From an optimization exercise on the open Yosys and OpenROAD flow, aimed at small area; shortcuts taken in it are not production practice. RTL that was checked went through simulation tests only; none was proved equivalent to the original. The RTL of run 7 was laid out without a check of its function. Power and IR drop assume default switching activity.

==> flow/design.v <==
module apb_slave
(
	input wire sys_clk,
	input wire sys_rst_n,
	input wire tim_pwrite,
	input wire tim_psel,
	input wire tim_penable,
	input wire [11:0] tim_paddr,
	output wire tim_pready,
	output wire tim_pslverr,
	output wire wr_en,
	output wire rd_en
);
parameter TCR = 12'h00;
parameter TDR0 = 12'h04;
parameter TDR1 = 12'h08;
parameter TCMP0 = 12'h0C;
parameter TCMP1 = 12'h10;
parameter TIER = 12'h14;
parameter TISR = 12'h18;
parameter THCSR = 12'h1C;
reg AddrValid;
always @* begin
	case (tim_paddr)
		TCR: AddrValid = 1'b1;
		TDR0: AddrValid = 1'b1;
		TDR1: AddrValid = 1'b1;
		TCMP0: AddrValid = 1'b1;
		TCMP1: AddrValid = 1'b1;
		TIER: AddrValid = 1'b1;
		TISR: AddrValid = 1'b1;
		THCSR: AddrValid = 1'b1;
		default: AddrValid = 1'b0;
	endcase
end
assign tim_pready = 1'b1;
assign tim_pslverr = tim_pready & ~AddrValid;
assign wr_en = tim_psel & tim_penable & tim_pwrite & AddrValid ;
assign rd_en = tim_psel & tim_penable & ~tim_pwrite & AddrValid ;
endmodule
module register
( 
	input wire sys_clk,
	input wire sys_rst_n,
	input wire [63:0] cnt,
	input wire rd_en,
	input wire wr_en,
	input wire [11:0] tim_paddr,
	input wire [31:0] tim_wdata,
	output reg [31:0] tim_rdata,
	input wire halt_ack,
	output reg int_st,
	output reg int_en,
	output reg timer_en,
	output reg [3:0] div_val,
	output reg div_en,
	output reg halt_req,
	output wire tdr0_wr_sel,
	output wire tdr1_wr_sel
);
parameter TCR  = 12'h00;
parameter TDR0 = 12'h04;
parameter TDR1 = 12'h08;
parameter TCMP0 = 12'h0C;
parameter TCMP1 = 12'h10;
parameter TIER = 12'h14;
parameter TISR = 12'h18;
parameter THCSR = 12'h1C;
wire tcr_wr_sel;
wire timer_en_pre;
wire div_en_pre;
wire [3:0] div_val_pre;
always @(posedge sys_clk or negedge sys_rst_n) begin
	if( !sys_rst_n) begin
		timer_en <= 1'b0;
		div_en <= 1'b0;
		div_val <= 4'b0001;
	end else begin
		timer_en <= timer_en_pre;
		div_en <= div_en_pre;
		div_val <= div_val_pre;
	end
end
assign tcr_wr_sel = wr_en & (tim_paddr == TCR);
assign tdr0_wr_sel = wr_en & (tim_paddr == TDR0);
assign tdr1_wr_sel = wr_en & (tim_paddr ==TDR1);
assign timer_en_pre = tcr_wr_sel ? tim_wdata[0] : timer_en;
assign div_en_pre = tcr_wr_sel ? tim_wdata[1] : div_en;
assign div_val_pre = (tcr_wr_sel && (tim_wdata[11:8] < 4'd9)) ? tim_wdata[11:8] : div_val;
wire tcmp0_wr_sel;
wire [31:0] tcmp0_pre;
reg [31:0] tcmp0;
always @(posedge sys_clk or negedge sys_rst_n) begin
	if(!sys_rst_n) begin
		tcmp0 <= 32'hffffffff;
	end else begin
		tcmp0 <= tcmp0_pre;
	end
end
assign tcmp0_wr_sel = wr_en & (tim_paddr == TCMP0);
assign tcmp0_pre = tcmp0_wr_sel ? tim_wdata : tcmp0;
wire tcmp1_wr_sel;
wire [31:0] tcmp1_pre;
reg [31:0] tcmp1;
always @(posedge sys_clk or negedge sys_rst_n) begin
	if(! sys_rst_n) begin
		tcmp1 <= 32'hffffffff;
	end else begin
		tcmp1 <= tcmp1_pre;
	end
end
assign tcmp1_wr_sel = wr_en & ( tim_paddr == TCMP1);
assign tcmp1_pre = tcmp1_wr_sel ? tim_wdata : tcmp1;
wire tier_wr_sel;
wire int_en_pre;
always @(posedge sys_clk or negedge sys_rst_n) begin
	if(!sys_rst_n) begin
		int_en <= 1'b0;
	end else begin
		int_en <= int_en_pre;
	end
end
assign tier_wr_sel = wr_en & (tim_paddr == TIER);
assign int_en_pre = tier_wr_sel ? tim_wdata[0] : int_en;
wire tisr_wr_sel;
wire int_st_pre;
wire value_match;
always @(posedge sys_clk or negedge sys_rst_n) begin
	if(!sys_rst_n) begin
		int_st <= 1'b0;
	end else begin
		int_st <= int_st_pre;
	end
end
assign value_match = cnt == {tcmp1, tcmp0};
assign tisr_wr_sel = wr_en & (tim_paddr == TISR);
assign int_st_pre = (tisr_wr_sel && tim_wdata[0] && int_st) ?1'b0 : ( value_match) ? 1'b1 : int_st;
wire thcsr_wr_sel;
wire halt_req_pre;
always @(posedge sys_clk or negedge sys_rst_n) begin
	if(!sys_rst_n) begin
		halt_req <= 1'b0;
	end else begin
		halt_req <= halt_req_pre;
	end
end
assign thcsr_wr_sel = wr_en & (tim_paddr == THCSR);
assign halt_req_pre = thcsr_wr_sel ? tim_wdata[0] : halt_req;
always @* begin
	if(rd_en) begin
		case(tim_paddr)
			TCR: tim_rdata = {20'b0, div_val, 6'b0, div_en, timer_en};
			TDR0: tim_rdata = cnt[31:0];
			TDR1: tim_rdata = cnt[63:32];
			TCMP0: tim_rdata = tcmp0;
			TCMP1: tim_rdata = tcmp1;
			TIER: tim_rdata = {31'b0, int_en};
			TISR: tim_rdata = {31'b0, int_st};
			THCSR: tim_rdata = {30'b0, halt_ack, halt_req};
			default: tim_rdata = 32'b0;
		endcase
	end else begin
		tim_rdata = 32'b0;
	end
end
endmodule
module counter_control
(
	input wire sys_clk,
	input wire sys_rst_n,
	input wire timer_en,
	input wire div_en,
	input wire halt_req,
	input wire [3:0] div_val,
	output wire cnt_en,
	input wire debug_mode,
	output wire halt_ack
);
reg [7:0] int_cnt;
reg [7:0] int_cnt_max;
wire [7:0] int_cnt_nxt;
wire cnt_rst;
always @* begin
	case (div_val)
		4'd0 : int_cnt_max = 8'd0;
		4'd1 : int_cnt_max = 8'd1;
		4'd2 : int_cnt_max = 8'd3;
		4'd3 : int_cnt_max = 8'd7;
		4'd4 : int_cnt_max = 8'd15;
		4'd5 : int_cnt_max = 8'd31;
		4'd6 : int_cnt_max = 8'd63;
		4'd7 : int_cnt_max = 8'd127;
		4'd8 : int_cnt_max = 8'd255;
		default: int_cnt_max = 8'h00;
	endcase
end
always @(posedge sys_clk or negedge sys_rst_n) begin
	if(!sys_rst_n) begin
		int_cnt <= 8'h00 ;
	end else if (cnt_en) begin 
		int_cnt <= 8'h00;
	end else if (timer_en) begin
		int_cnt <= int_cnt_nxt + 1'b1;
	end else begin
		int_cnt <= int_cnt_nxt;
	end
end
	assign halt_ack = debug_mode & halt_req;
	assign cnt_rst = (int_cnt == int_cnt_max) | (!timer_en) | (!div_en);
	assign int_cnt_nxt = cnt_rst ? 8'h00 : int_cnt;
	assign cnt_en = (!timer_en) ? 1'b0: (div_en == 0) ? 1'b1 : (div_val == 0) ? 1'b1 : (int_cnt == int_cnt_max);
endmodule
module counter
(
	input wire sys_clk,
	input wire sys_rst_n,
	input wire cnt_en,
	input wire halt_ack,
	input wire [31:0] tim_wdata,
	input wire tdr0_wr_sel,
	input wire tdr1_wr_sel,
	output wire [63:0] cnt
);
	wire [63:0] cnt_plus1;
	wire [31:0] tdr0_pre;
	wire [31:0] tdr1_pre;
	reg [31:0] tdr0;
	reg [31:0] tdr1;
	assign cnt_plus1 = cnt +1'b1;
	assign tdr0_pre[31:0] = tdr0_wr_sel ? tim_wdata[31:0] : cnt_en ? cnt_plus1[31:0] : tdr0;
	assign tdr1_pre[31:0] = tdr1_wr_sel ? tim_wdata[31:0] : cnt_en ? cnt_plus1[63:32] : tdr1;
always @(posedge sys_clk or negedge sys_rst_n) begin
	if( !sys_rst_n) begin
		tdr0 <= 32'h0;
		tdr1 <= 32'h0;
	end else begin
		tdr0 <= tdr0_pre;
		tdr1 <= tdr1_pre;
	end
end
assign cnt[63:0] = {tdr1, tdr0};
endmodule
module interrupt 
(
	input wire int_en,
	input wire int_st,
	output wire tim_int
);
assign tim_int = int_en && int_st;
endmodule
module timer_top (
	input wire sys_clk,
	input wire sys_rst_n,
	input wire tim_pwrite,
	input wire tim_psel,
	input wire tim_penable,
	input wire [11:0] tim_paddr,
	input wire [31:0] tim_pwdata,
	input wire [3:0] tim_pstrb,
	input wire dbg_mode,
	output wire [31:0] tim_prdata,
	output wire tim_pready,
	output wire tim_pslverr,
	output wire tim_int
);
wire wr_en, rd_en;
wire timer_en, div_en, halt_req;
wire [3:0] div_val;
wire int_en, int_st;
wire tdr0_wr_sel, tdr1_wr_sel;
wire cnt_en, halt_ack;
wire [63:0] cnt;
apb_slave u_apb_slave
(
	.sys_clk  (sys_clk),
	.sys_rst_n  (sys_rst_n),
	.tim_pwrite (tim_pwrite),
	.tim_psel  (tim_psel),
	.tim_penable  (tim_penable),
	.tim_pready  (tim_pready),
	.tim_paddr  (tim_paddr),
	.tim_pslverr (tim_pslverr),
	.wr_en  (wr_en),
	.rd_en  (rd_en)
);
register u_register
(
	.sys_clk  (sys_clk),
	.sys_rst_n  (sys_rst_n),
	.cnt (cnt),
	.wr_en (wr_en),
	.rd_en (rd_en),
	.tim_paddr (tim_paddr),
	.tim_wdata (tim_pwdata),
	.halt_ack (halt_ack),
	.int_st (int_st),
	.int_en  (int_en),
	.halt_req (halt_req),
	.tim_rdata (tim_prdata),
	.timer_en (timer_en),
	.div_val (div_val),
	.div_en  (div_en),
	.tdr0_wr_sel (tdr0_wr_sel),
	.tdr1_wr_sel (tdr1_wr_sel)
);
counter_control u_counter_control
(
	.sys_clk  (sys_clk),
	.sys_rst_n  (sys_rst_n),
	.debug_mode (dbg_mode),
	.timer_en (timer_en),
	.div_en  (div_en),
	.halt_req  (halt_req),
	.div_val  (div_val),
	.cnt_en (cnt_en),
	.halt_ack (halt_ack)
);
counter  u_counter
(
	.sys_clk  (sys_clk),
	.sys_rst_n (sys_rst_n),
	.cnt_en  (cnt_en),
	.tim_wdata  (tim_pwdata),
	.tdr0_wr_sel (tdr0_wr_sel),
	.tdr1_wr_sel (tdr1_wr_sel),
	.cnt  (cnt),
	.halt_ack ( halt_ack)
);
interrupt u_interrupt
(
	.int_en (int_en),
	.int_st (int_st),
	.tim_int (tim_int)
);
endmodule
==> flow/run.sh <==
#!/bin/bash
# synth_recipe.tcl (not shown) runs the flow's synth.tcl, then flattens the netlist and writes it again
# the make line also repeats each setting of config.mk as NAME=value (left out here)
make -C /OpenROAD-flow-scripts/flow DESIGN_CONFIG=/design/flow/config.mk WORK_HOME=/design/flow/orfs CLKGATE_MAP_FILE= SYNTH_SCRIPT=/design/flow/synth_recipe.tcl finish
==> flow/config.mk <==
export PLATFORM = sky130hd
export DESIGN_NAME = timer_top
export DESIGN_NICKNAME = timer_top
export VERILOG_FILES = /design/flow/design.v
export SDC_FILE = /design/flow/constraint.sdc
export NUM_CORES = 4
export LEC_CHECK = 0
export CAP_MARGIN = 20
export CORE_MARGIN = 2
export CORE_UTILIZATION = 40
export SLEW_MARGIN = 20
==> flow/constraint.sdc <==
create_clock -name core_clock -period 5.5 [get_ports {sys_clk}]
set_input_delay 1.1000 -clock core_clock [delete_from_list [all_inputs] [get_ports {sys_clk}]]
set_output_delay 1.1000 -clock core_clock [all_outputs]
set_load 0.01 [all_outputs]
==> flow_summary.toml, run 1 <==
[status]
status = "finished clean"

[worst_setup_path]
worstSetupPathType = "in -> out"
crit_path_start_kind = "input port"
path_max_fanout = 33
crit_required_ps = 4400
end_kind = "primary output"
r2r_setup_slack_ps = 1930
worstPathArrival_ps = 3830

[floorplan]
io_pins = 89
coreArea_mm2 = 0.02278
start_util_pct = 40.94
dieArea_mm2 = 0.02455
rows = 55
die_x_um = 156.7
die_height_um = 156.7

[logic_synthesis]
ys_ff_latch = 145
synth_cell_type_count = 65
post_synth.cell_area_avg_um2 = 9.704
synth_top_area_share_pct = 21.47
syn_nets = 1017
synthCells = 961
ys_async_sr_fraction_pct = 100.0
synth_area_leader_cell = "dfrtp_1"
syn_area_mm2 = 0.009325
ys_dominant_reg_cell = "dfrtp_1"
synthTopCellsByArea = "dfrtp_1 21%, dfstp_2 18%, mux2_2 6.6%"
synth-edff-count = 0
ys_seq_area_share_pct = 39.78
ys_warn_count = 4

[finish]
layout_common_cells = "104 x a21oi_1, 96 x nor2_1, 82 x clkdlybuf4s50_1"
insertedDiodeCount = 0
layout.nets = 1057
multiInputGateArea_mm2 = 0.005219
synthToLayoutAreaGrowth_pct = 17.94
final_common_cell = "a21oi_1"
regArea_mm2 = 0.003710
design_area_mm2 = 0.01100
nFillCells = 2169
drive_gt1_share_pct = 22.29

[sta]
fin_skew_ps = 9.870
post-route-min-period_ps = 4928
fin_tns_setup_ps = 0
slew_viol_final = 0
tightest_slew_ps = 1133
maxSlewHeadroom_pct = 24.45
setup_viol = 0
worst_slack_ps = 571.9
max_freq_mhz = 202.9
hold_viol = 0
rsz0062_at_grt = "false"
min_period_over_period_pct = 89.60

[place]
hpwl_mm = 18.34
place_area_mm2 = 0.01036
portBuffers = 83
preCtsSetupSlack_ps = 558.3
gp_congestion = 0.8284

[global_routing]
grt_pass1_wl_mm = 44.55
antenna_found_initial = 0
grt-ovfl-total = 0
grt_max_degree = 109
grt_usage_pct = 23.79
grt_pass1_vias = 7594

[drt]
ant_nets = 0
met3_length_mm = 1.245
routedLengthMet1_mm = 12.88
drt-wirelength-per-cell_um = 21.16
dr_wl_met2_mm = 13.35
drcViolationCount = 0
vias_per_cell = 5.796
dr.first_iter.drc_count = 566
top_layer = "met4"
drtPass1Iterations = 5
dr_total_vias = 7691
drt-total-wl_mm = 28.08

[cts]
cts_tree = "built"
h-tree-depth = 4
insertion_delay_ps = 430
postCtsSetupBuffers = 0
cts_buffers = 17
cts_buffer_depth = 2
postCtsHoldBufs = 0
cts.clk_slew.worst_paths_ps = 60
cts_resized = 0
cts-root-buf = "clkbuf_16"
cts.sinks = 145

[power_and_ir_drop]
peakVddDrop_mv = 0.1811
powerDensity_mw_per_mm2 = 220.6
p_leak_nw = 3.830

[hold_path]
hold_class = "reg -> reg"

[flow_run]
cap_violations = 0
==> kinds of logic (layout without fill, tap and decap cells) <==
family | count (synthesis) | after routing | share of synthesized area (%)
buffers and inverters | 88 | 141 | 4.455
AOI/OAI and AO/OA | 200 | 200 | 13.39
xor gates and xnor gates | 132 | 132 | 12.40
adders and majority gates | 3 | 3 | 0.3756
muxes | 67 | 67 | 8.064
DFF | 145 | 145 | 39.78
and+or+nand+nor | 325 | 325 | 21.49
other | 1 | 1 | 0.04021
==> synthesized netlist by cell type, types with 3 or more instances <==
| cell type | count |
|---|---|
| a21oi_1 | 104 |
| nor2_1 | 98 |
| dfrtp_1 | 80 |
| xor2_1 | 70 |
| dfstp_2 | 65 |
| xnor2_1 | 62 |
| a22oi_1 | 61 |
| mux2_2 | 55 |
| clkbuf_1 | 49 |
| nand2_1 | 41 |
| nand3_1 | 35 |
| nor4_2 | 35 |
| nor4_1 | 22 |
| nor3_1 | 20 |
| nand4_1 | 17 |
| and3_1 | 11 |
| inv_1 | 11 |
| buf_2 | 10 |
| mux2_1 | 10 |
| o21ai_0 | 10 |
| buf_6 | 8 |
| and4_1 | 6 |
| buf_1 | 6 |
| nor4b_2 | 5 |
| a222oi_1 | 4 |
| and2_1 | 4 |
| o32a_1 | 4 |
| a31oi_1 | 3 |
| buf_4 | 3 |
| nor3b_1 | 3 |
| o21a_1 | 3 |
==> power by group <==
group	internal (mW)	switching [mW]	total, mW
sequential	1.07	0.0000899	1.07
clock	0.805	0.471	1.28
combinational	0.0343	0.0470	0.0813
==> layer usage <==
| metal | GRT usage (%) | vias up |
|---|---|---|
| li1 | - | 3563 |
| met1 | 33.02 | 3872 |
| met2 | 38.43 | 217 |
| met3 | 3.351 | 39 |
| met4 | 7.427 | 0 |
| met5 | 0 | - |
==> metrics by stage <==
stage	util (%)	hold slack, ps	std cells	power [mW]
floorplan	-	472.7	961	1.094
global placement	45.47	486.1	1295	1.169
detailed placement	45.47	491.7	1295	1.170
CTS	48.27	501.4	1327	2.444
global route	48.28	523.4	1327	2.500
finish	48.28	501.0	1327	2.426
==> critical path, cell delays in order <==
cell and delay, ps:
clkdlybuf4s50_1 410, or4_1 600, nor3_1 260, and2_1 220, buf_12 240, a22oi_1 120, a21oi_1 270, clkdlybuf4s50_1 600
==> layout make-up <==
type,count,area share (%)
Sequential cell,145,33.73
Clock buffer,22,4.403
Multi-Input combinational cell,728,47.45
Timing Repair Buffer,98,9.067
Tap cell,313,3.561
Inverter,11,0.3754
Clock inverter,10,1.411
==> worst paths after layout <==
check | start | end | depth (start not counted)
max in group asynchronous | sys_rst_n | u_register.tcmp0[24]$_DFFE_PN1P_ | 2
min in group asynchronous | sys_rst_n | u_counter_control.int_cnt[0]$_DFF_PN0_ | 1
worst max register to register | u_register.div_val[3]$_DFFE_PN0P_ | u_counter.tdr1[17]$_DFFE_PN0P_ | 9
worst min-delay path | u_register.tcmp0[0]$_DFFE_PN1P_ | u_register.tcmp0[0]$_DFFE_PN1P_ | 2
worst max-delay path | tim_paddr[8] | tim_prdata[3] | 8
worst min register to register | u_register.tcmp0[0]$_DFFE_PN1P_ | u_register.tcmp0[0]$_DFFE_PN1P_ | 2
==> state kept, by name, summed over array words and instances, names as in the netlist <==
name and cells:
u_counter.tdr0 32, u_counter.tdr1 32, u_register.tcmp0 32, u_register.tcmp1 32
u_counter_control.int_cnt 8, u_register.div_val 4, u_register.div_en 1, u_register.halt_req 1
u_register.int_en 1, u_register.int_st 1, u_register.timer_en 1
==> run 2, diff against run 1 <==
==> flow/design.v (replaced) <==
module timer_top (
	input wire sys_clk,
	input wire sys_rst_n,
	input wire tim_pwrite,
	input wire tim_psel,
	input wire tim_penable,
	input wire [11:0] tim_paddr,
	input wire [31:0] tim_pwdata,
	input wire [3:0] tim_pstrb,
	input wire dbg_mode,
	output reg [31:0] tim_prdata,
	output wire tim_pready,
	output wire tim_pslverr,
	output wire tim_int
);
wire addr_ok = ~(|tim_paddr[11:5]) & ~(|tim_paddr[1:0]);
wire [2:0] ra = tim_paddr[4:2];
wire wr = tim_psel & tim_penable & tim_pwrite & addr_ok;
assign tim_pready = 1'b1;
assign tim_pslverr = ~addr_ok;
wire we_tcr   = wr & (ra == 3'd0);
wire we_tdr0  = wr & (ra == 3'd1);
wire we_tdr1  = wr & (ra == 3'd2);
wire we_tcmp0 = wr & (ra == 3'd3);
wire we_tcmp1 = wr & (ra == 3'd4);
wire we_tier  = wr & (ra == 3'd5);
wire we_tisr  = wr & (ra == 3'd6);
wire we_thcsr = wr & (ra == 3'd7);
reg        timer_en, div_en, int_en, int_st, halt_req;
reg  [3:0] div_val;
reg  [7:0] pcnt;
reg [63:0] cnt;
reg [63:0] ncmp;             
wire [7:0] pmask;
genvar i;
generate
	for (i = 0; i < 8; i = i + 1) begin : g_mask
		assign pmask[i] = (div_val > i);
	end
endgenerate
wire dv0 = (div_val == 4'd0);
wire phit = (pcnt == pmask);
wire cnt_en = timer_en & (~div_en | dv0 | phit);
wire prun = timer_en & div_en & ~dv0 & ~phit;
wire [8:0] pc;
assign pc[0] = 1'b1;
generate
	for (i = 0; i < 8; i = i + 1) begin : g_pinc
		assign pc[i+1] = pc[i] & pcnt[i];
	end
endgenerate
wire [7:0] pcnt_nxt = {8{prun}} & (pcnt ^ pc[7:0]);
wire [64:0] cc;
assign cc[0] = cnt_en;
generate
	for (i = 0; i < 64; i = i + 1) begin : g_cinc
		assign cc[i+1] = cc[i] & cnt[i];
	end
endgenerate
wire [63:0] cinc = cnt ^ cc[63:0];
wire match = &(cnt ^ ncmp);
always @(posedge sys_clk or negedge sys_rst_n) begin
	if (!sys_rst_n) begin
		timer_en <= 1'b0;
		div_en   <= 1'b0;
		div_val  <= 4'd1;
		int_en   <= 1'b0;
		int_st   <= 1'b0;
		halt_req <= 1'b0;
		pcnt     <= 8'd0;
		cnt      <= 64'd0;
		ncmp     <= 64'd0;
	end else begin
		if (we_tcr) begin
			timer_en <= tim_pwdata[0];
			div_en   <= tim_pwdata[1];
			if (tim_pwdata[11:8] < 4'd9)
				div_val <= tim_pwdata[11:8];
		end
		if (we_tier)  int_en   <= tim_pwdata[0];
		if (we_thcsr) halt_req <= tim_pwdata[0];
		int_st <= int_st ? ~(we_tisr & tim_pwdata[0]) : match;
		pcnt <= pcnt_nxt;
		cnt[31:0]  <= we_tdr0 ? tim_pwdata : cinc[31:0];
		cnt[63:32] <= we_tdr1 ? tim_pwdata : cinc[63:32];
		if (we_tcmp0) ncmp[31:0]  <= ~tim_pwdata;
		if (we_tcmp1) ncmp[63:32] <= ~tim_pwdata;
	end
end
assign tim_int = int_st & int_en;
always @* begin
	case (ra)
		3'd0: tim_prdata = {20'd0, div_val, 6'd0, div_en, timer_en};
		3'd1: tim_prdata = cnt[31:0];
		3'd2: tim_prdata = cnt[63:32];
		3'd3: tim_prdata = ~ncmp[31:0];
		3'd4: tim_prdata = ~ncmp[63:32];
		3'd5: tim_prdata = {31'd0, int_en};
		3'd6: tim_prdata = {31'd0, int_st};
		default: tim_prdata = {30'd0, dbg_mode & halt_req, halt_req};
	endcase
end
endmodule
==> run 2 against run 1 <==
The layout now fails its checks (setup timing). Area after synthesis shrank 16%. Via count shrank 19%. Worst setup slack lost 6600 ps. Critical endpoint is now cnt[62]$_DFF_PN0_.
==> flow_summary.toml, run 2 <==
[sta]
fin_skew_ps = 9.094
hold_viol = 0
worst_slack_ps = -6024
maxSlewHeadroom_pct = 33.52
rsz0062_at_grt = "true"
fin_tns_setup_ps = -126210
post-route-min-period_ps = 11520
tightest_slew_ps = 997.2
max_freq_mhz = 86.77
setup_viol = 40
min_period_over_period_pct = 209.5
slew_viol_final = 0

[logic_synthesis]
synth_area_leader_cell = "dfrtp_1"
netlist_top_cells_count = "144 x dfrtp_1, 78 x nand2_1, 75 x o21ai_0"
synth.most_common_cell = "dfrtp_1"
ys_dominant_reg_cell = "dfrtp_1"
synth-edff-count = 0
ys_ff_latch = 145
synthTopCellsByArea = "dfrtp_1 46%, ha_1 11%, mux2_2 9.6%"
post_synth.cell_area_avg_um2 = 11.14
ys_warn_count = 1
synthCells = 704
ys_seq_area_share_pct = 46.29
ys_async_sr_fraction_pct = 100.0
syn_nets = 827
synth_cell_type_count = 55
syn_area_mm2 = 0.007841
synth_top_area_share_pct = 45.96

[worst_setup_path]
end_kind = "register"
r2r_end = "cnt[62]$_DFF_PN0_"
worstSetupPathType = "reg -> reg"
worstPathArrival_ps = 11840
max_stage_delay_ps = 450
crit_path_start_kind = "register"
worst-path-buf-inv = 0
cp_top_family = "adder cells"
reg2reg_depth = 69
path_max_fanout = 7
critPathLaunch = "div_val[1]$_DFFE_PN0P_"
crit_slowest_cell = "dfrtp_2"
r2r_setup_slack_ps = -6020
setup.worst_path.end = "cnt[62]$_DFF_PN0_"
crit_required_ps = 5820
crit_cells = 69
cp_common_cell = "ha_4"
rr_startpoint = "div_val[1]$_DFFE_PN0P_"

[cts]
cts_buffers = 17
cts_buffer_depth = 2
cts_tree = "built"
cts.sinks = 145
h-tree-depth = 4
cts-root-buf = "clkbuf_16"
cts.clk_slew.worst_paths_ps = 60
insertion_delay_ps = 430

[finish]
multiInputGateArea_mm2 = 0.004841
top_regs = "cnt x64, ncmp x64, pcnt x8"
insertedDiodeCount = 0
synthToLayoutAreaGrowth_pct = 37.74
fin_util_pct = 55.86
layout.nets = 950
regArea_mm2 = 0.003631
drive_gt1_share_pct = 28.57
layout_common_cells = "143 x dfrtp_1, 82 x clkdlybuf4s50_1, 78 x nand2_1"
final_common_cell = "dfrtp_1"
nFillCells = 1635

[power_and_ir_drop]
comb_power_share_pct = 6.7
peakVddDrop_mv = 0.2144
power_mw = 2.543
p_int_mw = 1.978
p_sw_share_pct = 22.24
power_frac_clock_pct = 51.2
p_sw_mw = 0.5657
seq_power_share_pct = 42.1
powerDensity_mw_per_mm2 = 235.5
p_leak_nw = 4.574

[floorplan]
coreArea_mm2 = 0.01933
io_pins = 89
die_height_um = 144.0
dieArea_mm2 = 0.02074
rows = 51
die_x_um = 144.0
start_util_pct = 40.56

[hold_path]
hold_class = "reg -> reg"

[drt]
dr_total_vias = 6266
ant_nets = 0
vias_per_cell = 5.671
drt-wirelength-per-cell_um = 21.67
drtPass1Iterations = 5
dr.first_iter.drc_count = 518
drt-total-wl_mm = 23.94
drcViolationCount = 0

[global_routing]
grt_max_degree = 105
grt_usage_pct = 24.49
antenna_found_initial = 0
grt_pass1_vias = 6741
grt-ovfl-total = 0
grt_pass1_wl_mm = 37.60

[status]
failed_checks = "setup timing"
status = "failed layout checks"

[flow_run]
cap_violations = 0

[place]
gp_congestion = 0.8797
portBuffers = 83
hpwl_mm = 17.07
[run 2: cell types whose count changed after synthesis, sizes merged, moves of 64 or more]
| cell | change |
|---|---|
| dfrtp | +64 |
| ha | +67 |
| o21ai | +64 |
| a21oi | -100 |
| nor2 | -83 |
| dfstp | -64 |
[run 2: cell type report]
cell class / count / share of cell area (%)
Sequential cell: 145 / 33.62
Inverter: 16 / 0.5561
Clock buffer: 20 / 4.228
Tap cell: 265 / 3.070
Clock inverter: 12 / 1.900
Timing Repair Buffer: 142 / 11.80
Multi-Input combinational cell: 505 / 44.82
[run 2: worst min-delay path by stage]
stage / startpoint / to / slack (ps) / cells past startpoint
after floorplan: pcnt[0]$_DFF_PN0_ / pcnt[0]$_DFF_PN0_ / 470 / 1
after global placement: ncmp[3]$_DFFE_PN0P_ / ncmp[3]$_DFFE_PN0P_ / 510 / 2
after detailed placement: ncmp[34]$_DFFE_PN0P_ / ncmp[34]$_DFFE_PN0P_ / 520 / 2
after CTS: ncmp[58]$_DFFE_PN0P_ / ncmp[58]$_DFFE_PN0P_ / 530 / 2
after global routing: ncmp[42]$_DFFE_PN0P_ / ncmp[42]$_DFFE_PN0P_ / 570 / 2
final: ncmp[58]$_DFFE_PN0P_ / ncmp[58]$_DFFE_PN0P_ / 530 / 2
[run 2: cell families after synthesis]
logic type	synth area share, %
buf+inv	2.984
mux	11.04
flops	46.29
simple gates	8.377
compound gates	15.32
fa+ha+maj	11.14
other cells	0.04782
xor+xnor	4.803
[run 2: per-layer routing]
metal	vias to the layer above	GRT usage, %	part of all wire [%]
li1	2870	-	-
met1	3184	30.37	43
met2	172	42.78	50
met3	40	5.099	4.9
met4	0	7.895	2.3
met5	-	0	0
[run 2: what timing repair did]
item	4_1_cts	5_1_grt
gates resized for setup	4	7
endpoints found under the setup margin	41	41
endpoints found under the hold margin	0	0
buffers inserted	0	1
gates cloned	0	0
pin swaps	5	1
hold buffers	0	0
[run 2: worst reg2reg max path, delay by kind of cell, from the launching register on]
family | cells | cell delay [ps]
fa+ha+maj | 63 | 9840
compound gates | 3 | 480
flops | 1 | 450
simple gates | 2 | 360
mux | 1 | 260
[run 2: power by group through the flow]
stage	Combinational, mW	Clock (mW)	Sequential, mW
after floorplan	0.0469	0	1.09
after CTS	0.173	1.32	1.07
after global placement	0.170	0	1.09
after global routing	0.185	1.37	1.07
final	0.171	1.30	1.07
after detailed placement	0.172	0	1.09
[run 2: stage by stage]
stage / cell area (um^2) / hold slack, ps / std cells / setup slack, ps
4_1_cts: 10770 / 531.5 / 1104 / -6080
2_1_floorplan: 8652 / 470.2 / 704 / -5753
3_3_place_gp: 10090 / 505.4 / 1072 / -5926
3_5_place_dp: 10090 / 520.4 / 1072 / -6072
5_1_grt: 10800 / 567.5 / 1105 / -6297
6_report: 10800 / 526.2 / 1105 / -6024
==> run 3, diff against run 2 <==
--- a/flow/design.v
+++ b/flow/design.v
@@ -51,9 +51,19 @@
 endgenerate
 wire [7:0] pcnt_nxt = {8{prun}} & (pcnt ^ pc[7:0]);
-wire [64:0] cc;
-assign cc[0] = cnt_en;
+wire [7:0] gall;             
+wire [8:0] gpre;             
+wire [63:0] cc;
+assign gpre[0] = 1'b1;
 generate
+	for (i = 0; i < 8; i = i + 1) begin : g_grp
+		assign gall[i] = &cnt[8*i+7:8*i];
+		assign gpre[i+1] = gpre[i] & gall[i];
+	end
 	for (i = 0; i < 64; i = i + 1) begin : g_cinc
-		assign cc[i+1] = cc[i] & cnt[i];
+		if (i % 8 == 0) begin : g_first
+			assign cc[i] = cnt_en & gpre[i/8];
+		end else begin : g_next
+			assign cc[i] = cc[i-1] & cnt[i-1];
+		end
 	end
 endgenerate
==> run 3 against run 2 <==
Now clean on timing, DRC and antenna. Critical path depth down 61. Combinational power about the same. Global-route usage down 1.6 points. Cell count down 0.72%. First-iteration DRC count up 6.9%. Critical endpoint is now tim_prdata[21]. Largest power group unchanged.
==> flow_summary.toml, run 3 <==
[status]
status = "finished clean"

[floorplan]
start_util_pct = 41.04
die_x_um = 145.8
die_height_um = 145.8
dieArea_mm2 = 0.02125
io_pins = 89
rows = 51
coreArea_mm2 = 0.01959

[logic_synthesis]
synth-edff-count = 0
syn_area_mm2 = 0.008040
synthAdderAreaFrac_pct = 9.648
ys_dominant_reg_cell = "dfrtp_1"
ys_warn_count = 1
ys_async_sr_fraction_pct = 100.0
netlist_top_cells_count = "144 x dfrtp_1, 90 x nand2_1, 83 x o21ai_0"
synth_cell_type_count = 66
synth_area_leader_cell = "dfrtp_1"
synth_top_area_share_pct = 44.82
synth_xor_xnor_area_share_pct = 5.882
synthTopCellsByArea = "dfrtp_1 45%, ha_1 9.6%, mux2_2 8.1%"
synthCells = 750
synth_mux_area_share_pct = 9.430
synth_simple_gate_area_share_pct = 11.81
synth_compound_area_share_pct = 15.33
post_synth.cell_area_avg_um2 = 10.72
syn_nets = 866
synth.most_common_cell = "dfrtp_1"
ys_ff_latch = 145
ys_seq_area_share_pct = 45.14
synth_top_family_by_area = "compound AO/OA/AOI/OAI gates"

[finish]
regArea_mm2 = 0.003630
nFillCells = 1754
drive_gt1_share_pct = 14.42
final_cells = 1097
synthToLayoutAreaGrowth_pct = 20.68
final_common_cell = "dfrtp_1"
layout_common_cells = "144 x dfrtp_1, 90 x nand2_1, 83 x o21ai_0"
layout.nets = 937
top_regs = "cnt x64, ncmp x64, pcnt x8"
multiInputGateArea_mm2 = 0.004200
insertedDiodeCount = 0

[power_and_ir_drop]
peakVddDrop_mv = 0.1905
powerDensity_mw_per_mm2 = 242.1
power_mw = 2.349
p_leak_nw = 4.409

[cts]
cts_buffers = 17
cts.clk_slew.worst_paths_ps = 60
cts_buffer_depth = 2
postCtsHoldBufs = 0
postCtsSetupBuffers = 0
cts.sinks = 145
cts_tree = "built"
cts-root-buf = "clkbuf_16"
cts_resized = 0
insertion_delay_ps = 430
h-tree-depth = 4

[sta]
fin_tns_setup_ps = 0
slew_viol_final = 0
fin_skew_ps = 10.30
rsz0062_at_grt = "false"
maxSlewHeadroom_pct = 40.72
max_freq_mhz = 218.2
hold_viol = 0
post-route-min-period_ps = 4583
min_period_over_period_pct = 83.33
setup_viol = 0
tightest_slew_ps = 889.1

[global_routing]
grt-ovfl-total = 0
antenna_found_initial = 0
grt_max_degree = 111
grt_pass1_wl_mm = 37.58
grt_usage_pct = 22.86
grt_pass1_vias = 6494

[place]
hpwl_mm = 16.90
placed_cells = 1066
gp_congestion = 0.9004
portBuffers = 83

[worst_setup_path]
crit_cells = 8
crit_path_start_kind = "input port"
worstPathArrival_ps = 3480
rr_startpoint = "div_val[2]$_DFFE_PN0P_"
r2r_setup_slack_ps = 1580
worstSetupPathType = "in -> out"
r2r_end = "cnt[62]$_DFF_PN0_"
crit_slowest_cell = "clkdlybuf4s50_1"
reg2reg_depth = 14
worst-path-buf-inv = 4
path_max_fanout = 26
cp_top_family = "buffers and inverters"
crit_required_ps = 4400
setup.worst_path.end = "tim_prdata[21]"
end_kind = "primary output"
critPathLaunch = "tim_paddr[2]"
crit_chain = "clkdlybuf4s50_1, buf_4, nand2b_1, nor2_2, buf_4, a22oi_1, o221ai_1, clkdlybuf4s50_1"
max_stage_delay_ps = 610

[hold_path]
hold_class = "reg -> reg"

[drt]
drt-total-wl_mm = 23.85
drtPass1Iterations = 5
dr.first_iter.drc_count = 554
drt-wirelength-per-cell_um = 21.74
drcViolationCount = 0
dr_total_vias = 6428
vias_per_cell = 5.860
ant_nets = 0

[flow_run]
cap_violations = 0
==> run 3: cell count changes in the layout (fill, tap and decap cells not counted), sizes merged, moves of 7 or more <==
cell,delta
nand2,+12
nand3,+7
ha,-7
o21ai,+9
buf,-46
mux2,-8
nand4,+14
inv,-9
==> run 3: cell type report <==
type,instances,share of cell area [%]
multi-input combinational,554,43.29
sequential,145,37.41
clock inverter,9,0.8640
timing repair buffer,97,9.942
clock buffer,21,4.848
tap,265,3.417
inverter,6,0.2321
==> run 3: worst min-delay path, delay by kind of cell, from the launching register on <==
family	cells	cell delay (ps)
AO/OA/AOI/OAI	1	60
flip-flops	1	370
AND/OR/NAND/NOR	1	50
==> run 3: cell families (layout without fill, tap and decap cells) <==
kind of cell    Yosys count  after routing
flops                   145            145
xor+xnor                 54             54
compound gates          186            186
mux                      65             65
buf+inv                  51            133
other cells               1              1
fa+ha+maj                62             62
simple gates            186            186
==> run 3: per-layer routing <==
layer	global-route usage, %	part of all wire [%]	vias to the layer above
met5	0	0	-
met4	6.176	1.7	0
met3	5.925	7.2	33
met2	35.94	47	238
met1	31.39	45	3221
li1	-	-	2936
==> run 3: report_power, final <==
group          internal [mW]  switching, mW  leakage (nW)
clock network          0.651          0.453         0.263
registers               1.07        0.00219          1.98
logic                 0.0812         0.0933          2.17
==> run 3: metrics by stage <==
stage / worst slack (ps) / utilization [%] / area [um^2] / hold slack (ps)
finish: 916.9 / 49.53 / 9703 / 526.7
CTS: 965.9 / 49.42 / 9681 / 527.4
floorplan: 2128 / - / 8040 / 485.1
global route: 846.7 / 49.53 / 9703 / 554.5
detailed placement: 984.9 / 46.59 / 9126 / 513.7
global placement: 989.8 / 46.59 / 9126 / 503.5
==> run 3: how the worst min path moves through the flow <==
| stage | end | cells past startpoint | start |
|---|---|---|---|
| global placement | ncmp[51]$_DFFE_PN0P_ | 2 | ncmp[51]$_DFFE_PN0P_ |
| detailed placement | ncmp[17]$_DFFE_PN0P_ | 2 | ncmp[17]$_DFFE_PN0P_ |
| finish | ncmp[11]$_DFFE_PN0P_ | 2 | ncmp[11]$_DFFE_PN0P_ |
| floorplan | ncmp[40]$_DFFE_PN0P_ | 2 | ncmp[40]$_DFFE_PN0P_ |
| CTS | ncmp[17]$_DFFE_PN0P_ | 2 | ncmp[17]$_DFFE_PN0P_ |
| global route | ncmp[17]$_DFFE_PN0P_ | 2 | ncmp[17]$_DFFE_PN0P_ |
==> run 4, diff against run 3 <==
==> flow/flow/run.sh (new file) <==
#!/bin/bash
set -o pipefail
export BUFFER_PORTS_ARGS="-buffer_cell sky130_fd_sc_hd__buf_1"
export CTS_ARGS="-sink_clustering_enable -repair_clock_nets -dont_use_dummy_load"
bash standard.sh > standard.log 2>&1
==> flow/standard.sh (new file) <==
#!/bin/bash
# synth_recipe.tcl (not shown) runs the flow's synth.tcl, then flattens the netlist and writes it again
# the make line also repeats each setting of config.mk as NAME=value (left out here)
make -C /OpenROAD-flow-scripts/flow DESIGN_CONFIG=/design/flow/config.mk WORK_HOME=/design/flow/orfs CLKGATE_MAP_FILE= SYNTH_SCRIPT=/design/flow/synth_recipe.tcl "${@:-finish}"
removed: flow/run.sh
==> run 4 against run 3 <==
Largest cell class unchanged. Die area did not move. Still clean. Sequential cell count did not move. Worst hold slack improved by 2.2 ps. Clock power fell by 16%. Combinational power fell by 26%. Synthesized cell count did not move. Worst setup slack improved by 600 ps.
==> flow_summary.toml, run 4 <==
[cts]
cts-root-buf = "clkbuf_16"
cts_tree = "built"
cts.sinks = 145
cts_buffer_depth = 2
postCtsSetupBuffers = 0
h-tree-depth = 4
cts.clk_slew.worst_paths_ps = 50
cts_resized = 0
cts_buffers = 17
postCtsHoldBufs = 0
insertion_delay_ps = 430

[logic_synthesis]
synth_cell_type_count = 66
synth_top_area_share_pct = 44.82
synth_mux_area_share_pct = 9.430
syn_nets = 866
post_synth.cell_area_avg_um2 = 10.72
syn_area_mm2 = 0.008040
synthAdderAreaFrac_pct = 9.648
synth_xor_xnor_area_share_pct = 5.882
ys_async_sr_fraction_pct = 100.0
synth_compound_area_share_pct = 15.33
netlist_top_cells_count = "144 x dfrtp_1, 90 x nand2_1, 83 x o21ai_0"
synthCells = 750
ys_ff_latch = 145
synth_area_leader_cell = "dfrtp_1"
ys_seq_area_share_pct = 45.14
synth.most_common_cell = "dfrtp_1"
synthTopCellsByArea = "dfrtp_1 45%, ha_1 9.6%, mux2_2 8.1%"
synth_simple_gate_area_share_pct = 11.81
ys_warn_count = 1
synth_top_family_by_area = "compound AO/OA/AOI/OAI gates"
ys_dominant_reg_cell = "dfrtp_1"
synth-edff-count = 0

[sta]
hold_ws_ps = 528.9
max_freq_mhz = 250.8
maxSlewHeadroom_pct = 37.49
min_period_over_period_pct = 72.48
setup_viol = 0
hold_viol = 0
fin_skew_ps = 20.54
post-route-min-period_ps = 3987
rsz0062_at_grt = "false"
fin_tns_setup_ps = 0
slew_viol_final = 0
tightest_slew_ps = 937.6

[place]
hpwl_mm = 16.05
gp_congestion = 0.8597
portBuffers = 83

[global_routing]
grt_max_degree = 77
grt_pass1_vias = 6134
grt_pass1_wl_mm = 35.71
grt_usage_pct = 21.84
grt-ovfl-total = 0
antenna_found_initial = 0

[drt]
drtPass1Iterations = 5
dr_total_vias = 6192
vias_per_cell = 5.723
drt-wirelength-per-cell_um = 20.93
ant_nets = 0
dr.first_iter.drc_count = 335
drcViolationCount = 0
drt-total-wl_mm = 22.65

[finish]
top_regs = "cnt x64, ncmp x64, pcnt x8"
insertedDiodeCount = 0
layout_common_cells = "144 x dfrtp_1, 90 x nand2_1, 83 x o21ai_0"
multiInputGateArea_mm2 = 0.004200
final_common_cell = "dfrtp_1"
drive_gt1_share_pct = 12.97
regArea_mm2 = 0.003630
synthToLayoutAreaGrowth_pct = 12.53
nFillCells = 1893
layout.nets = 935

[status]
status = "finished clean"

[power_and_ir_drop]
p_leak_nw = 4.129
powerDensity_mw_per_mm2 = 235.0
peakVddDrop_mv = 0.1952
power_mw = 2.127

[floorplan]
dieArea_mm2 = 0.02125
die_x_um = 145.8
die_height_um = 145.8
io_pins = 89
start_util_pct = 41.04
rows = 51
coreArea_mm2 = 0.01959

[worst_setup_path]
rr_startpoint = "div_val[1]$_DFFE_PN0P_"
cp_common_cell = "buf_1"
r2r_setup_slack_ps = 1640
max_stage_delay_ps = 530
worstSetupPathType = "in -> out"
crit_path_start_kind = "input port"
worst-path-buf-inv = 3
cp_top_family = "buffers and inverters"
crit_required_ps = 4400
crit_slowest_cell = "buf_1"
worstPathArrival_ps = 2890
critPathLaunch = "tim_paddr[4]"
end_kind = "primary output"
crit_chain = "buf_1, nand2b_1, nor2_2, buf_4, a22oi_1, o221ai_1, buf_1"
path_max_fanout = 26

[flow_run]
cap_violations = 0

[hold_path]
min_from = "ncmp[32]$_DFFE_PN0P_"
hold_class = "reg -> reg"
-- run 4: cell counts after synthesis --
No cell type changed its count.
-- run 4: logic make-up after synthesis --
family                     Yosys count
AOI/OAI and AO/OA                  186
and+or+nand+nor                    186
DFF                                145
muxes                               65
adders and majority gates           62
xor gates and xnor gates            54
buffers and inverters               51
other                                1
-- run 4: worst min-delay path, stage by stage (launching register included) --
cell and delay, ps:
dfrtp_1 380, nand2_1 50, o21ai_0 60
-- run 4: final timing paths --
check                                         end  cells after the start
max                                 tim_prdata[6]                      7
min                          ncmp[32]$_DFFE_PN0P_                      2
max reg2reg                     cnt[62]$_DFF_PN0_                     14
min reg2reg                  ncmp[32]$_DFFE_PN0P_                      2
max in group asynchronous  div_val[0]$_DFFE_PN1P_                      2
min in group asynchronous    ncmp[25]$_DFFE_PN0P_                      1
-- run 4: report_power, final --
group          switching (mW)  total (mW)  leakage (nW)  internal, mW
Combinational          0.0922       0.128          1.94        0.0363
Clock                   0.393       0.926         0.209         0.534
Sequential            0.00224        1.07          1.98          1.07
-- run 4: cell type report --
type                    count  share of cell area [%]
multi-input cells         554                   46.43
flip-flops and latches    145                   40.12
repair buffers             95                   4.840
clock buffers              17                   4.702
well taps                 265                   3.665
inverters                   6                  0.2489
-- run 4: metrics by stage --
| step | area (um^2) | worst slack (ps) | cells | utilization (%) |
|---|---|---|---|---|
| CTS | 9020 | 1530 | 1081 | 46.04 |
| global placement | 8594 | 1604 | 1064 | 43.87 |
| finish | 9047 | 1513 | 1082 | 46.18 |
| floorplan | 8040 | 2128 | 750 | - |
| global route | 9047 | 1374 | 1082 | 46.18 |
| detailed placement | 8594 | 1537 | 1064 | 43.87 |
-- run 4: layer usage --
layer | part of all wire, % | global-route usage [%] | routed length [um] | vias to the layer above
met5 | 0 | 0 | 0 | -
met3 | 6.5 | 5.361 | 1475 | 39
met1 | 47 | 30.83 | 10580 | 3004
met4 | 2.8 | 8.480 | 635 | 0
li1 | - | - | - | 2914
met2 | 44 | 32.31 | 9959 | 235
==> run 5, diff against run 4 <==
==> flow/flow/run.sh (replaced) <==
#!/bin/bash
# The standard layout (standard.sh, unchanged synthesis) with:
#  - port buffers of the smallest buffer cell instead of the default pick
#  - clock tree without dummy load cells, built from small clock buffers
#  - higher core utilisation (shorter wires)
set -o pipefail
export BUFFER_PORTS_ARGS="-buffer_cell sky130_fd_sc_hd__buf_1"
export CTS_ARGS="-sink_clustering_enable -repair_clock_nets -dont_use_dummy_load -buf_list sky130_fd_sc_hd__clkbuf_4"
bash standard.sh finish > standard.log 2>&1
--- a/flow/config.mk
+++ b/flow/config.mk
@@ -8,4 +8,5 @@
 export CAP_MARGIN = 20
 export CORE_MARGIN = 2
-export CORE_UTILIZATION = 40
+export CORE_UTILIZATION = 70
+export PLACE_DENSITY = 0.8
 export SLEW_MARGIN = 20
==> run 5 against run 4 <==
Still clean. Sequential share of layout area up 2.3 points. Maximum frequency fell by 7.6%. Non-clock buffer count decreased by 3. Cell count shrank 11%. Global-route usage rose by 14 points. Register-to-register slack improved by 190 ps. Die area decreased by 42%. Critical path depth shrank 1. Wire length is 5.1% lower. Critical path type unchanged. Largest cell class unchanged.
==> flow_summary.toml, run 5 <==
[status]
status = "finished clean"

[cts]
cts.clk_slew.worst_paths_ps = 90
cts_buffers = 17
postCtsSetupBuffers = 0
insertion_delay_ps = 540
cts_buffer_depth = 2
h-tree-depth = 4
cts-root-buf = "clkbuf_4"
cts.sinks = 145
cts_resized = 0
cts_tree = "built"
postCtsHoldBufs = 0

[global_routing]
antenna_found_initial = 1
grt_max_degree = 81
grt-ovfl-total = 0
grt_usage_pct = 36.15
grt_pass1_vias = 6510
grt_pass1_wl_mm = 34.70

[drt]
ant_nets = 0
drt-total-wl_mm = 21.49
drt-wirelength-per-cell_um = 22.43
drtPass1Iterations = 9
drcViolationCount = 0
dr_total_vias = 6513
dr.first_iter.drc_count = 878
vias_per_cell = 6.799

[sta]
maxSlewHeadroom_pct = 25.32
slew_viol_final = 0
fin_skew_ps = 28.84
worst_slack_ps = 1186
rsz0062_at_grt = "false"
min_period_over_period_pct = 78.44
post-route-min-period_ps = 4314
setup_viol = 0
fin_tns_setup_ps = 0
tightest_slew_ps = 1117
max_freq_mhz = 231.8
hold_viol = 0

[place]
portBuffers = 83
place_area_mm2 = 0.008427
hpwl_mm = 15.19
gp_congestion = 0.9525
placed_cells = 940
preCtsSetupSlack_ps = 1236

[hold_path]
holdPathStages = 2
min_to = "ncmp[11]$_DFFE_PN0P_"
hold_class = "reg -> reg"
min_from = "ncmp[11]$_DFFE_PN0P_"

[logic_synthesis]
ys_async_sr_fraction_pct = 100.0
syn_nets = 866
ys_warn_count = 1
ys_dominant_reg_cell = "dfrtp_1"
synth_top_area_share_pct = 44.82
synthTopCellsByArea = "dfrtp_1 45%, ha_1 9.6%, mux2_2 8.1%"
synth-edff-count = 0
synth.most_common_cell = "dfrtp_1"
syn_area_mm2 = 0.008040
ys_ff_latch = 145
synth_cell_type_count = 66
netlist_top_cells_count = "144 x dfrtp_1, 90 x nand2_1, 83 x o21ai_0"
synthCells = 750
synth_area_leader_cell = "dfrtp_1"
ys_seq_area_share_pct = 45.14
post_synth.cell_area_avg_um2 = 10.72

[floorplan]
rows = 39
dieArea_mm2 = 0.01236
die_height_um = 111.2
io_pins = 89
die_x_um = 111.2
coreArea_mm2 = 0.01132
start_util_pct = 71.02

[worst_setup_path]
worstPathArrival_ps = 3210
end_kind = "primary output"
r2r_end = "cnt[62]$_DFF_PN0_"
r2r_setup_slack_ps = 1830
rr_startpoint = "cnt[7]$_DFF_PN0_"
reg2reg_depth = 12
worstSetupPathType = "in -> out"
crit_path_start_kind = "input port"
crit_required_ps = 4400
path_max_fanout = 23

[power_and_ir_drop]
powerDensity_mw_per_mm2 = 194.0
peakVddDrop_mv = 0.2157
p_leak_nw = 3.980

[finish]
multiInputGateArea_mm2 = 0.004205
synthToLayoutAreaGrowth_pct = 6.489
regArea_mm2 = 0.003630
top_regs = "cnt x64, ncmp x64, pcnt x8"
nFillCells = 821
final_common_cell = "dfrtp_1"
layout_common_cells = "144 x dfrtp_1, 90 x nand2_1, 83 x o21ai_0"
drive_gt1_share_pct = 12.65
layout.nets = 932
final_cells = 958
design_area_mm2 = 0.008562

[flow_run]
cap_violations = 0
[run 5: cell types whose count changed in the layout (fill, tap and decap cells not counted)]
cell       delta
buf_16        -1
buf_4         -3
clkbuf_16    -17
clkbuf_4     +18
diode_2       +1
or2_2         -2
or2_4         +2
[run 5: layer usage]
metal / wire (um) / GRT usage (%) / vias to the layer above
li1: - / - / 2914
met1: 8656 / 48.98 / 3180
met2: 10180 / 56.91 / 359
met3: 1873 / 7.818 / 60
met4: 776 / 15.31 / 0
met5: 0 / 0 / -
[run 5: through the flow]
| step | power, mW | hold slack [ps] | util, % |
|---|---|---|---|
| 5_1_grt | 1.724 | 569.7 | 75.63 |
| 6_report | 1.661 | 534.0 | 75.63 |
| 2_1_floorplan | 1.140 | 485.1 | - |
| 3_3_place_gp | 1.210 | 503.5 | 74.44 |
| 3_5_place_dp | 1.213 | 518.0 | 74.44 |
| 4_1_cts | 1.665 | 537.3 | 75.56 |
[run 5: report_power, final]
part,switching [mW],internal [mW]
registers,0.00221,1.07
clock network,0.326,0.141
logic,0.0880,0.0362
total,0.416,1.24
[run 5: cell type report]
cell class	instances	share of cell area, %
diodes	1	0.02923
clock buffers	17	1.491
inverters	6	0.2630
multi-input cells	554	49.12
flip-flops and latches	145	42.39
well taps	143	2.090
repair buffers	92	4.618
[run 5: how the worst max path moves through the flow]
stage | startpoint | depth (start not counted) | to | slack [ps]
floorplan | tim_paddr[3] | 6 | tim_prdata[12] | 2130
global placement | tim_paddr[2] | 6 | tim_prdata[18] | 1250
detailed placement | tim_paddr[2] | 6 | tim_prdata[18] | 1240
CTS | tim_paddr[2] | 6 | tim_prdata[18] | 1220
global route | tim_paddr[2] | 6 | tim_prdata[18] | 990
finish | tim_paddr[2] | 6 | tim_prdata[18] | 1190
[run 5: logic make-up after synthesis]
kind of cell | after synthesis | share of synthesized area [%]
compound gates | 186 | 15.33
buf+inv | 51 | 2.708
flops | 145 | 45.14
fa+ha+maj | 62 | 9.648
other cells | 1 | 0.04664
xor+xnor | 54 | 5.882
mux | 65 | 9.430
simple gates | 186 | 11.81
[run 5: worst max-delay path, cell delays in order]
cell	delay [ps]
buf_1	700
nor2_1	80
nand2_1	680
buf_4	310
o221ai_1	160
buf_1	180
==> run 6, diff against run 5 <==
--- a/flow/flow/run.sh
+++ b/flow/flow/run.sh
@@ -6,4 +6,4 @@
 set -o pipefail
 export BUFFER_PORTS_ARGS="-buffer_cell sky130_fd_sc_hd__buf_1"
-export CTS_ARGS="-sink_clustering_enable -repair_clock_nets -dont_use_dummy_load -buf_list sky130_fd_sc_hd__clkbuf_4"
+export CTS_ARGS="-sink_clustering_enable -repair_clock_nets -dont_use_dummy_load -buf_list sky130_fd_sc_hd__clkbuf_8"
 bash standard.sh finish > standard.log 2>&1
==> run 6 against run 5 <==
Critical path depth is the same. Design area is 1.2% higher. Critical endpoint is now tim_prdata[20]. Largest cell class unchanged. Combinational power about the same. Via count is 0.29% higher. Still clean. Sequential power hardly changed. Clock power grew 32%. First-iteration DRC count fell by 5.4%. Cell count is 0.10% lower. Die area is the same.
==> flow_summary.toml, run 6 <==
[status]
status = "finished clean"

[place]
portBuffers = 83
hpwl_mm = 15.19
preCtsSetupSlack_ps = 1236
place_area_mm2 = 0.008427
gp_congestion = 0.9525

[worst_setup_path]
max_stage_delay_ps = 700
worstPathArrival_ps = 3240
crit_required_ps = 4400
end_kind = "primary output"
worstSetupPathType = "in -> out"
r2r_setup_slack_ps = 1850
crit_chain = "buf_1, nor2_1, nand2_1, buf_4, o221ai_1, buf_1"
worst-path-buf-inv = 3
cp_common_cell = "buf_1"
crit_path_start_kind = "input port"
cp_top_family = "buffers and inverters"
crit_slowest_cell = "buf_1"
path_max_fanout = 23

[cts]
cts_tree = "built"
cts.clk_slew.worst_paths_ps = 60
postCtsSetupBuffers = 0
insertion_delay_ps = 450
cts_buffer_depth = 2
cts_buffers = 17
cts_resized = 0
cts.sinks = 145
cts-root-buf = "clkbuf_8"
postCtsHoldBufs = 0
h-tree-depth = 4

[sta]
fin_tns_setup_ps = 0
tightest_slew_ps = 1117
maxSlewHeadroom_pct = 25.38
min_period_over_period_pct = 78.99
post-route-min-period_ps = 4345
worst_slack_ps = 1155
rsz0062_at_grt = "false"
slew_viol_final = 0
setup_viol = 0
fin_skew_ps = 18.33
max_freq_mhz = 230.2
hold_viol = 0

[global_routing]
grt_max_degree = 81
antenna_found_initial = 0
grt_pass1_vias = 6510
grt-ovfl-total = 0
grt_usage_pct = 36.56
grt_pass1_wl_mm = 34.95

[finish]
drive_gt1_share_pct = 12.65
nFillCells = 802
layout.nets = 932
layout_common_cells = "144 x dfrtp_1, 90 x nand2_1, 83 x o21ai_0"
fin_util_pct = 76.55
synthToLayoutAreaGrowth_pct = 7.781
final_common_cell = "dfrtp_1"
insertedDiodeCount = 0
top_regs = "cnt x64, ncmp x64, pcnt x8"
design_area_mm2 = 0.008666

[logic_synthesis]
synthCells = 750
synth_top_family_by_area = "compound AO/OA/AOI/OAI gates"
synthTopCellsByArea = "dfrtp_1 45%, ha_1 9.6%, mux2_2 8.1%"
synth_xor_xnor_area_share_pct = 5.882
ys_dominant_reg_cell = "dfrtp_1"
synth.most_common_cell = "dfrtp_1"
synth_mux_area_share_pct = 9.430
synth_compound_area_share_pct = 15.33
synth-edff-count = 0
ys_seq_area_share_pct = 45.14
synth_simple_gate_area_share_pct = 11.81
netlist_top_cells_count = "144 x dfrtp_1, 90 x nand2_1, 83 x o21ai_0"
syn_area_mm2 = 0.008040
synthAdderAreaFrac_pct = 9.648
ys_ff_latch = 145
synth_cell_type_count = 66
synth_area_leader_cell = "dfrtp_1"
ys_async_sr_fraction_pct = 100.0
syn_nets = 866
ys_warn_count = 1
post_synth.cell_area_avg_um2 = 10.72
synth_top_area_share_pct = 44.82

[floorplan]
io_pins = 89
rows = 39
die_height_um = 111.2
dieArea_mm2 = 0.01236
coreArea_mm2 = 0.01132
die_x_um = 111.2
start_util_pct = 71.02

[power_and_ir_drop]
powerDensity_mw_per_mm2 = 209.1
p_leak_nw = 4.024
power_mw = 1.812
peakVddDrop_mv = 0.1983

[drt]
dr_total_vias = 6532
drcViolationCount = 0
drt-total-wl_mm = 21.63
vias_per_cell = 6.825
drtPass1Iterations = 5
dr.first_iter.drc_count = 831
drt-wirelength-per-cell_um = 22.60
ant_nets = 0

[hold_path]
hold_class = "reg -> reg"

[flow_run]
cap_violations = 0
[run 6: cell counts after synthesis]
No cell type changed its count.
[run 6: cells by family (layout without fill, tap and decap cells)]
family | Yosys count | in the layout
compound gates | 186 | 186
simple gates | 186 | 186
flops | 145 | 145
mux | 65 | 65
fa+ha+maj | 62 | 62
xor+xnor | 54 | 54
buf+inv | 51 | 115
other cells | 1 | 1
[run 6: worst reg2reg max path, cell delays in order, from the launching register on]
cell and delay [ps]:
dfrtp_1 530, or3b_2 470, o21ai_0 100, a31o_2 170, a31oi_1 80, buf_4 210, nor4b_1 490, ha_1 240
ha_1 170, ha_1 150, ha_1 140, ha_1 160, ha_1 150, ha_1 220, mux2_2 270
[run 6: path summary, 6_finish.rpt]
check	end	cells after the start	start
max	tim_prdata[20]	6	tim_paddr[2]
min	ncmp[11]$_DFFE_PN0P_	2	ncmp[11]$_DFFE_PN0P_
max reg2reg	cnt[62]$_DFF_PN0_	14	div_val[2]$_DFFE_PN0P_
min reg2reg	ncmp[11]$_DFFE_PN0P_	2	ncmp[11]$_DFFE_PN0P_
max in group asynchronous	div_val[0]$_DFFE_PN1P_	2	sys_rst_n
min in group asynchronous	ncmp[2]$_DFFE_PN0P_	1	sys_rst_n
[run 6: area by class of cell]
class                           instances  area (um^2)  area share [%]
Clock buffer                           17        234.0           2.700
Sequential cell                       145         3630           41.89
Tap cell                              143        178.9           2.065
Multi-Input combinational cell        554         4205           48.53
Timing Repair Buffer                   92        395.4           4.563
Inverter                                6        22.52          0.2599
[run 6: report_power, final]
| group | switching [mW] | internal, mW | total, mW |
|---|---|---|---|
| Sequential | 0.00222 | 1.07 | 1.07 |
| Combinational | 0.0879 | 0.0362 | 0.124 |
| Clock | 0.346 | 0.272 | 0.618 |
[run 6: metal layers]
metal / global-route usage [%] / share of wire, % / vias up
met1: 49.48 / 39 / 3227
met5: 0 / 0 / -
met3: 8.529 / 8.7 / 66
met2: 57.11 / 48 / 334
li1: - / - / 2905
met4: 15.56 / 4.1 / 0
[run 6: metrics by stage]
step	cells	hold WS, ps
floorplan	750	485.1
global placement	940	503.5
detailed placement	940	518.0
CTS	957	531.4
global route	957	561.3
finish	957	524.9
==> run 7, diff against run 6 <==
--- a/flow/design.v
+++ b/flow/design.v
@@ -51,16 +51,16 @@
 endgenerate
 wire [7:0] pcnt_nxt = {8{prun}} & (pcnt ^ pc[7:0]);
-wire [7:0] gall;             
-wire [8:0] gpre;             
+wire [3:0] gall;             
+wire [4:0] gpre;             
 wire [63:0] cc;
 assign gpre[0] = 1'b1;
 generate
-	for (i = 0; i < 8; i = i + 1) begin : g_grp
-		assign gall[i] = &cnt[8*i+7:8*i];
+	for (i = 0; i < 4; i = i + 1) begin : g_grp
+		assign gall[i] = &cnt[16*i+15:16*i];
 		assign gpre[i+1] = gpre[i] & gall[i];
 	end
 	for (i = 0; i < 64; i = i + 1) begin : g_cinc
-		if (i % 8 == 0) begin : g_first
-			assign cc[i] = cnt_en & gpre[i/8];
+		if (i % 16 == 0) begin : g_first
+			assign cc[i] = cnt_en & gpre[i/16];
 		end else begin : g_next
 			assign cc[i] = cc[i-1] & cnt[i-1];
--- a/flow/flow/run.sh
+++ b/flow/flow/run.sh
@@ -6,4 +6,4 @@
 set -o pipefail
 export BUFFER_PORTS_ARGS="-buffer_cell sky130_fd_sc_hd__buf_1"
-export CTS_ARGS="-sink_clustering_enable -repair_clock_nets -dont_use_dummy_load -buf_list sky130_fd_sc_hd__clkbuf_8"
+export CTS_ARGS="-sink_clustering_enable -repair_clock_nets -dont_use_dummy_load -buf_list sky130_fd_sc_hd__clkbuf_4"
 bash standard.sh finish > standard.log 2>&1
==> run 7 against run 6 <==
Sequential power about the same. Critical endpoint is now cnt[14]$_DFF_PN0_. Non-clock buffer count increased by 3. Critical path depth rose by 15. Largest power group unchanged. Clock power fell by 24%. Clock skew increased by 25 ps. Cell count fell by 2.5%.
==> flow_summary.toml, run 7 <==
[place]
gp_congestion = 0.9812
portBuffers = 83
place_area_mm2 = 0.008358
hpwl_mm = 15.17

[finish]
insertedDiodeCount = 0
nFillCells = 743
drive_gt1_share_pct = 13.37
layout.nets = 915
synthToLayoutAreaGrowth_pct = 6.560
fin_util_pct = 77.35
layout_common_cells = "144 x dfrtp_1, 84 x nand2_1, 82 x buf_1"
regArea_mm2 = 0.003630
top_regs = "cnt x64, ncmp x64, pcnt x8"
final_common_cell = "dfrtp_1"
multiInputGateArea_mm2 = 0.004115
design_area_mm2 = 0.008496

[floorplan]
coreArea_mm2 = 0.01098
start_util_pct = 72.59
die_x_um = 110.7
die_height_um = 110.7
io_pins = 89
rows = 38
dieArea_mm2 = 0.01226

[logic_synthesis]
syn_area_mm2 = 0.007973
synthCells = 726
synth.most_common_cell = "dfrtp_1"
netlist_top_cells_count = "144 x dfrtp_1, 84 x nand2_1, 79 x o21ai_0"
synthTopCellsByArea = "dfrtp_1 45%, ha_1 10%, mux2_2 9.2%"
post_synth.cell_area_avg_um2 = 10.98
synth_top_area_share_pct = 45.20
synth-edff-count = 0
syn_nets = 846
ys_dominant_reg_cell = "dfrtp_1"
ys_seq_area_share_pct = 45.53
synth_cell_type_count = 53
ys_async_sr_fraction_pct = 100.0
ys_warn_count = 1
ys_ff_latch = 145
synth_area_leader_cell = "dfrtp_1"

[cts]
cts.sinks = 145
cts.clk_slew.worst_paths_ps = 120
h-tree-depth = 4
insertion_delay_ps = 570
cts_tree = "built"
cts-root-buf = "clkbuf_4"
cts_buffer_depth = 2
postCtsSetupBuffers = 0
cts_buffers = 17

[global_routing]
grt_util_met1_pct = 50.11
grt-ovfl-total = 0
met2_usage_pct = 56.97
busiest_layer = "met2"
grt_use_met3_pct = 8.639
grt_usage_pct = 36.51
antenna_found_initial = 0
grt_max_degree = 146
grt_pass1_wl_mm = 34.51
grt_pass1_vias = 6392

[sta]
setup_viol = 0
rsz0062_at_grt = "false"
slew_viol_final = 0
post-route-min-period_ps = 5155
min_period_over_period_pct = 93.73
fin_tns_setup_ps = 0
max_freq_mhz = 194.0
fin_skew_ps = 43.24
hold_viol = 0
tightest_slew_ps = 897.1
hold_ws_ps = 538.7
maxSlewHeadroom_pct = 40.19

[drt]
drt-total-wl_mm = 21.64
drt-wirelength-per-cell_um = 23.20
drtPass1Iterations = 5
dr_total_vias = 6389
drcViolationCount = 0
vias_per_cell = 6.848
dr.first_iter.drc_count = 806
ant_nets = 0

[worst_setup_path]
crit_required_ps = 5970
worstPathArrival_ps = 5630
worstSetupPathType = "reg -> reg"
r2r_setup_slack_ps = 340
crit_path_start_kind = "register"
end_kind = "register"
path_max_fanout = 10

[power_and_ir_drop]
peakVddDrop_mv = 0.1962
p_leak_nw = 4.185
powerDensity_mw_per_mm2 = 195.2

[status]
status = "finished clean"

[hold_path]
hold_class = "reg -> reg"

[flow_run]
cap_violations = 0
## run 7: cell count changes after synthesis, moves of 6 or more
cell and delta:
mux2_2 +7, buf_4 +6, xor2_1 +12, nor2_1 -6
nand2_1 -6, xnor2_1 -12
## run 7: final cells by class
type | instances | share of cell area, %
Clock buffer | 17 | 1.502
Inverter | 8 | 0.3535
Multi-Input combinational cell | 528 | 48.44
Sequential cell | 145 | 42.72
Tap cell | 140 | 2.062
Timing Repair Buffer | 95 | 4.919
## run 7: repair_timing
action | in CTS | in global routing
endpoints found under the setup margin | 0 | 3
resized for setup | 0 | 1
hold buffers | 0 | 0
## run 7: per-layer routing
| layer | vias up | routed length, um |
|---|---|---|
| li1 | 2827 | - |
| met1 | 3196 | 8979 |
| met2 | 309 | 10210 |
| met3 | 57 | 1708 |
| met4 | 0 | 744 |
| met5 | - | 0 |
## run 7: path summary, 6_finish.rpt
kind | startpoint | endpoint | depth (start not counted)
setup / recovery | div_val[2]$_DFFE_PN0P_ | cnt[14]$_DFF_PN0_ | 21
hold / removal | ncmp[63]$_DFFE_PN0P_ | ncmp[63]$_DFFE_PN0P_ | 2
setup reg to reg | div_val[2]$_DFFE_PN0P_ | cnt[14]$_DFF_PN0_ | 21
hold reg to reg | ncmp[63]$_DFFE_PN0P_ | ncmp[63]$_DFFE_PN0P_ | 2
max in group asynchronous | sys_rst_n | ncmp[21]$_DFFE_PN0P_ | 2
min in group asynchronous | sys_rst_n | ncmp[58]$_DFFE_PN0P_ | 2
## run 7: critical path: stages (launching register included)
cell,delay [ps]
dfrtp_1,520
or3_1,430
o2111ai_1,120
o21ai_0,150
a31oi_2,410
and2b_1,240
ha_1,180
ha_1,190
ha_1,180
ha_1,250
ha_1,210
ha_1,190
ha_1,190
ha_1,180
ha_1,180
ha_1,180
ha_1,180
ha_1,190
ha_1,200
ha_1,190
ha_1,270
mux2_2,260
## run 7: power by group
| group | internal, mW | leakage, nW | switching, mW | total [mW] |
|---|---|---|---|---|
| registers | 1.07 | 2.00 | 0.00233 | 1.07 |
| logic | 0.0367 | 2.11 | 0.0841 | 0.121 |
| clock network | 0.141 | 0.0782 | 0.327 | 0.468 |
| total | 1.24 | 4.19 | 0.414 | 1.66 |
## run 7: per-stage QoR
stage / power (mW) / worst slack (ps) / std cells
3_5_place_dp: 1.210 / 226.6 / 916
5_1_grt: 1.724 / 171.4 / 933
6_report: 1.658 / 344.7 / 933
2_1_floorplan: 1.138 / 917.1 / 726
3_3_place_gp: 1.207 / 404.4 / 916
4_1_cts: 1.661 / 213.9 / 933
## run 7: cells by family after synthesis
| family | count (synthesis) | share of synthesized area (%) |
|---|---|---|
| AO/OA/AOI/OAI | 172 | 14.45 |
| AND/OR/NAND/NOR | 165 | 10.11 |
| flip-flops | 145 | 45.53 |
| multiplexers | 70 | 10.44 |
| adder cells (fa/ha/maj) | 66 | 10.36 |
| XOR/XNOR | 54 | 5.932 |
| buffers and inverters | 53 | 3.139 |
| other | 1 | 0.04704 |

## what the ideal ports hide
The results above use ideal ports. As a check the final layouts listed here were re-extracted and re-timed, cells and wires unchanged. Step 1 sets driving cells, clkbuf_16 on the clock port and buf_2 on the other inputs (assumed; they add their load-dependent delay and slew). Step 2 also shifts input and output timing later by t, the mid clock arrival at the registers, as if the neighbouring blocks saw the same clock. a / b / c = ideal / step 1 / step 2; a / b = the first two.
run	shift t [ns]	slack for setup (ns)	hold WS [ns]	worst setup path at the end
run 1	0.475	0.572 / 0.551 / 0.551	0.501 / 0.501 / 0.501	input to output
run 2	0.471	-6.024 / -6.024 / -6.024	0.526 / 0.526 / 0.526	register to register
run 3	0.468	0.917 / 0.884 / 0.884	0.527 / 0.527 / 0.527	input to output
run 4	0.467	1.513 / 1.485 / 1.485	0.529 / 0.529 / 0.529	input to output
run 5	0.567	1.186 / 1.157 / 1.157	0.534 / 0.534 / 0.534	input to output
run 6	0.481	1.155 / 1.127 / 1.127	0.525 / 0.525 / 0.525	input to output
run 7	0.585	0.345 / 0.345 / 0.345	0.539 / 0.539 / 0.539	register to register
The setup slack of run 3, which loses most, moves by -0.033 ns with the drivers and by -0.033 ns with both steps.
